This is an optimization exercise on Yosys and OpenROAD, whose aim is small area, not a production implementation. Power and IR drop assume default switching activity.

Setup of old:
## top_module
module top_module(
	input wire floor1_btn,
	input wire floor2_btn,
	input wire floor3_btn,
	input wire floor4_btn,
	output reg floor1_led,
	output reg floor2_led,
	output reg floor3_led,
	output reg floor4_led,
	output reg door_open_led,
	output reg door_close_led,
	input wire door_open_sw,
	input wire door_close_sw,
	input clk,
	input wire rst,
	output reg [10:0] display_floor,
	input wire call_btn,
	output reg call_led1,
	output reg call_led2,
	input wire out1_up_sw,
	input wire out2_up_sw,
	input wire out2_down_sw,
	input wire out3_up_sw,
	input wire out3_down_sw,
	input wire out4_down_sw,
	output reg out1_up_led,
	output reg out2_up_led,
	output reg out2_down_led,
	output reg out3_up_led,
	output reg out3_down_led,
	output reg out4_down_led,
	input wire led_out_test_sw
    );
	wire press1, press2, press3, press4, press_call;
	btn_debounce u_db1(.clk(clk), .rst(rst), .btn(floor1_btn), .press(press1));
	btn_debounce u_db2(.clk(clk), .rst(rst), .btn(floor2_btn), .press(press2));
	btn_debounce u_db3(.clk(clk), .rst(rst), .btn(floor3_btn), .press(press3));
	btn_debounce u_db4(.clk(clk), .rst(rst), .btn(floor4_btn), .press(press4));
	btn_debounce u_dbc(.clk(clk), .rst(rst), .btn(call_btn), .press(press_call));
	reg [10:0] n;
	wire tick = (n == 11'b01110100111);
	always @(posedge clk)
	if(rst || tick)
		n <= 11'd0;
	else
		n <= {n[9:0], n[10] ~^ n[8]};
	reg [1:0] now_floor;
	reg act;				 
	reg [1:0] tgt;			 
	reg [1:0] direction;
	reg [1:0] pointer;
	reg door_state;
	reg i1, i2, i3, i4;		 
	reg o1u, o2u, o2d, o3u, o3d, o4d;	 
	reg [5:0] last_sw;
	wire r1 = i1 | o1u;
	wire r2 = i2 | o2u | o2d;
	wire r3 = i3 | o3u | o3d;
	wire r4 = i4 | o4d;
	wire [3:0] req = {r1, r2, r3, r4};
	wire at_tgt = act & (tgt == now_floor);
	wire arr0 = at_tgt & (now_floor == 2'd0);
	wire arr1 = at_tgt & (now_floor == 2'd1);
	wire arr2 = at_tgt & (now_floor == 2'd2);
	wire arr3 = at_tgt & (now_floor == 2'd3);
	wire moving = act & (tgt != now_floor);
	reg        j_go;		 
	reg [1:0]  j_tgt;
	reg        j_ptr;		 
	reg [1:0]  j_pval;
	reg        j_clr;		 
	always @(*)
	begin
		j_go = 1'b0;
		j_tgt = 2'd0;
		j_ptr = 1'b0;
		j_pval = 2'b00;
		j_clr = 1'b0;
		case(req)
		4'b0000: j_clr = 1'b1;
		4'b0001: begin j_go = 1'b1; j_tgt = 2'd3; end
  ...
For scale: ~570 cells after synthesis, about 96 flip-flops, ~41 I/O pins, about 0.0045 sq mm of cells after synthesis.
Settings: LEC_CHECK=0, CAP_MARGIN=20, CORE_MARGIN=2, CORE_UTILIZATION=40, SLEW_MARGIN=20; clock period 10.0 ns.
standard.sh (not shown) runs the stock make flow with config.mk's settings and CLKGATE_MAP_FILE= SYNTH_SCRIPT=/design/flow/synth_recipe.tcl, a recipe that flattens the netlist after the stock synthesis.
==> flow/flow/run.sh <==
#!/bin/bash
# The standard ORFS layout (standard.sh) with three changes:
#  - synthesis maps the logic with an area-oriented ABC script (synth_area.tcl,
#    area.abc); yosys's steps, registers and names are those of synth_recipe.tcl
#  - ports are buffered with the smallest buffer
#  - clock tree: 8x clock buffers, no dummy loads
# Each tool's output is in orfs/logs/; make's output in standard.log.
F=$PWD/flow
bash standard.sh \
  SYNTH_SCRIPT=$F/synth_area.tcl AREA_ABC_SCRIPT=$F/area.abc \
  BUFFER_PORTS_ARGS="-buffer_cell sky130_fd_sc_hd__buf_1" \
  CTS_ARGS="-sink_clustering_enable -repair_clock_nets -dont_use_dummy_load -buf_list sky130_fd_sc_hd__clkbuf_8" \
  ${EXTRA_MAKE_ARGS:-} finish > standard.log 2>&1
==> flow/flow/area.abc <==
strash
&get -n
&deepsyn -T 30
&put
dch -f
amap
topo
==> flow/flow/synth_area.tcl <==
# synth_recipe.tcl with an area-oriented ABC mapping in place of ORFS's
# delay-oriented one: the same yosys steps, registers and names; only the
# combinational logic between the registers is mapped differently.
proc synth {args} { yosys synth -nofsm -noshare {*}$args }
proc abc {args} {
  puts "area ABC script: $::env(AREA_ABC_SCRIPT)"
  set out {}
  set skip 0
  foreach a $args {
    if { $skip } { set skip 0; continue }
    if { $a eq "-script" || $a eq "-D" || $a eq "-constr" } { set skip 1; continue }
    lappend out $a
  }
  yosys abc -script $::env(AREA_ABC_SCRIPT) {*}$out
}
source $::env(SCRIPTS_DIR)/synth.tcl
# left out here: clear keep_hierarchy, flatten, clean up, hide names made inside functions, write 1_2_yosys.v
In summary, old completed successfully, with a layout that passed the timing, design-rule and antenna checks.
Input-level comparison between new and old:
==> flow/flow/run.sh <==
#!/bin/bash
# The standard ORFS layout (standard.sh) with three changes:
#  - synthesis maps the logic with an area-oriented ABC script (synth_area.tcl),
#    best of a few &deepsyn seeds; yosys's steps, registers and names are those of synth_recipe.tcl
#  - ports are buffered with the smallest buffer
#  - clock tree: 8x clock buffers, no dummy loads
# Each tool's output is in orfs/logs/; make's output in standard.log.
F=$PWD/flow
bash standard.sh \
  SYNTH_SCRIPT=$F/synth_area.tcl AREA_ABC_SEEDS=8 AREA_ABC_SECS=30 \
  BUFFER_PORTS_ARGS="-buffer_cell sky130_fd_sc_hd__buf_1" \
  CTS_ARGS="-sink_clustering_enable -repair_clock_nets -dont_use_dummy_load -buf_list sky130_fd_sc_hd__clkbuf_8" \
  ${EXTRA_MAKE_ARGS:-} finish > standard.log 2>&1
==> flow/flow/synth_area.tcl <==
# synth_recipe.tcl with an area-oriented ABC mapping in place of ORFS's
# delay-oriented one: the same yosys steps, registers and names; only the
# combinational logic between the registers is mapped differently.
# The mapping tries a few seeds of ABC's &deepsyn and keeps the netlist with
# the smallest cell area.
proc synth {args} { yosys synth -nofsm -noshare {*}$args }
proc abc {args} {
  set out {}
  set libs {}
  set skip 0
  set prev ""
  foreach a $args {
    if { $skip } { set skip 0; set prev $a; continue }
    if { $a eq "-script" || $a eq "-D" || $a eq "-constr" } { set skip 1; continue }
    if { $prev eq "-liberty" } { lappend libs -liberty $a }
    lappend out $a
    set prev $a
  }
  set seeds [expr { [info exists ::env(AREA_ABC_SEEDS)] ? $::env(AREA_ABC_SEEDS) : 4 }]
  set secs [expr { [info exists ::env(AREA_ABC_SECS)] ? $::env(AREA_ABC_SECS) : 30 }]
  yosys design -save pre_abc
  set best -1
  for { set s 0 } { $s < $seeds } { incr s } {
    yosys design -load pre_abc
    set f $::env(OBJECTS_DIR)/area_$s.abc
    set fh [open $f w]
    puts $fh "strash\n&get -n\n&deepsyn -S $s -T $secs\n&put\ndch -f\namap\ntopo"
    close $fh
    yosys abc -script $f {*}$out
    set rpt $::env(OBJECTS_DIR)/area_$s.txt
    yosys tee -q -o $rpt stat {*}$libs
    set fh [open $rpt r]
    set txt [read $fh]
    close $fh
    regexp {Chip area for module '[^']*': ([0-9.]+)} $txt -> area
    puts "area ABC seed $s: $area"
    if { $best < 0 || $area < $best } {
      set best $area
      yosys design -save best_abc
    }
  }
  yosys design -load best_abc
  puts "area ABC best: $best"
}
source $::env(SCRIPTS_DIR)/synth.tcl
# left out here: clear keep_hierarchy, flatten, clean up, hide names made inside functions, write 1_2_yosys.v
removed: flow/flow/area.abc
==> summary.txt <==
new completed every stage of the flow, and the final layout passed the timing, design-rule and antenna checks.
In new, the relative contribution of the clock network to total power came out 0.6 points above the value in old.
When new is set beside old, its critical path depth turns out to be 2 smaller.
Iteration count of the initial detailed-routing pass delta for new relative to old: 1 lower
The net switching share of the total power on old is in line with that on new.
Comparing final area for new and old, the smaller number came from new.
Function was not checked in any run of this note: the RTL went through the layout flow alone.

what the ideal ports hide:
The flow's constraints put no driver on any port. The routed layouts listed below were extracted and timed again, unchanged, in two steps.
Step 1 assumes that a clkbuf_16 drives the clock port and a buf_2 every other input.
Step 2 also shifts input and output timing later by t, the mid clock arrival at the registers, as if the neighbouring blocks saw the same clock.
Slacks: ideal ports / drivers / drivers and shift; pairs: ideal ports / drivers.
run | shift t [ns] | setup slack, ns | pins driven straight from the clock port
old | 0.373 | 5.664 / 5.632 / 6.005 | 1
new | 0.374 | 5.582 / 5.551 / 5.833 | 1
After both steps every run listed still meets setup and hold.
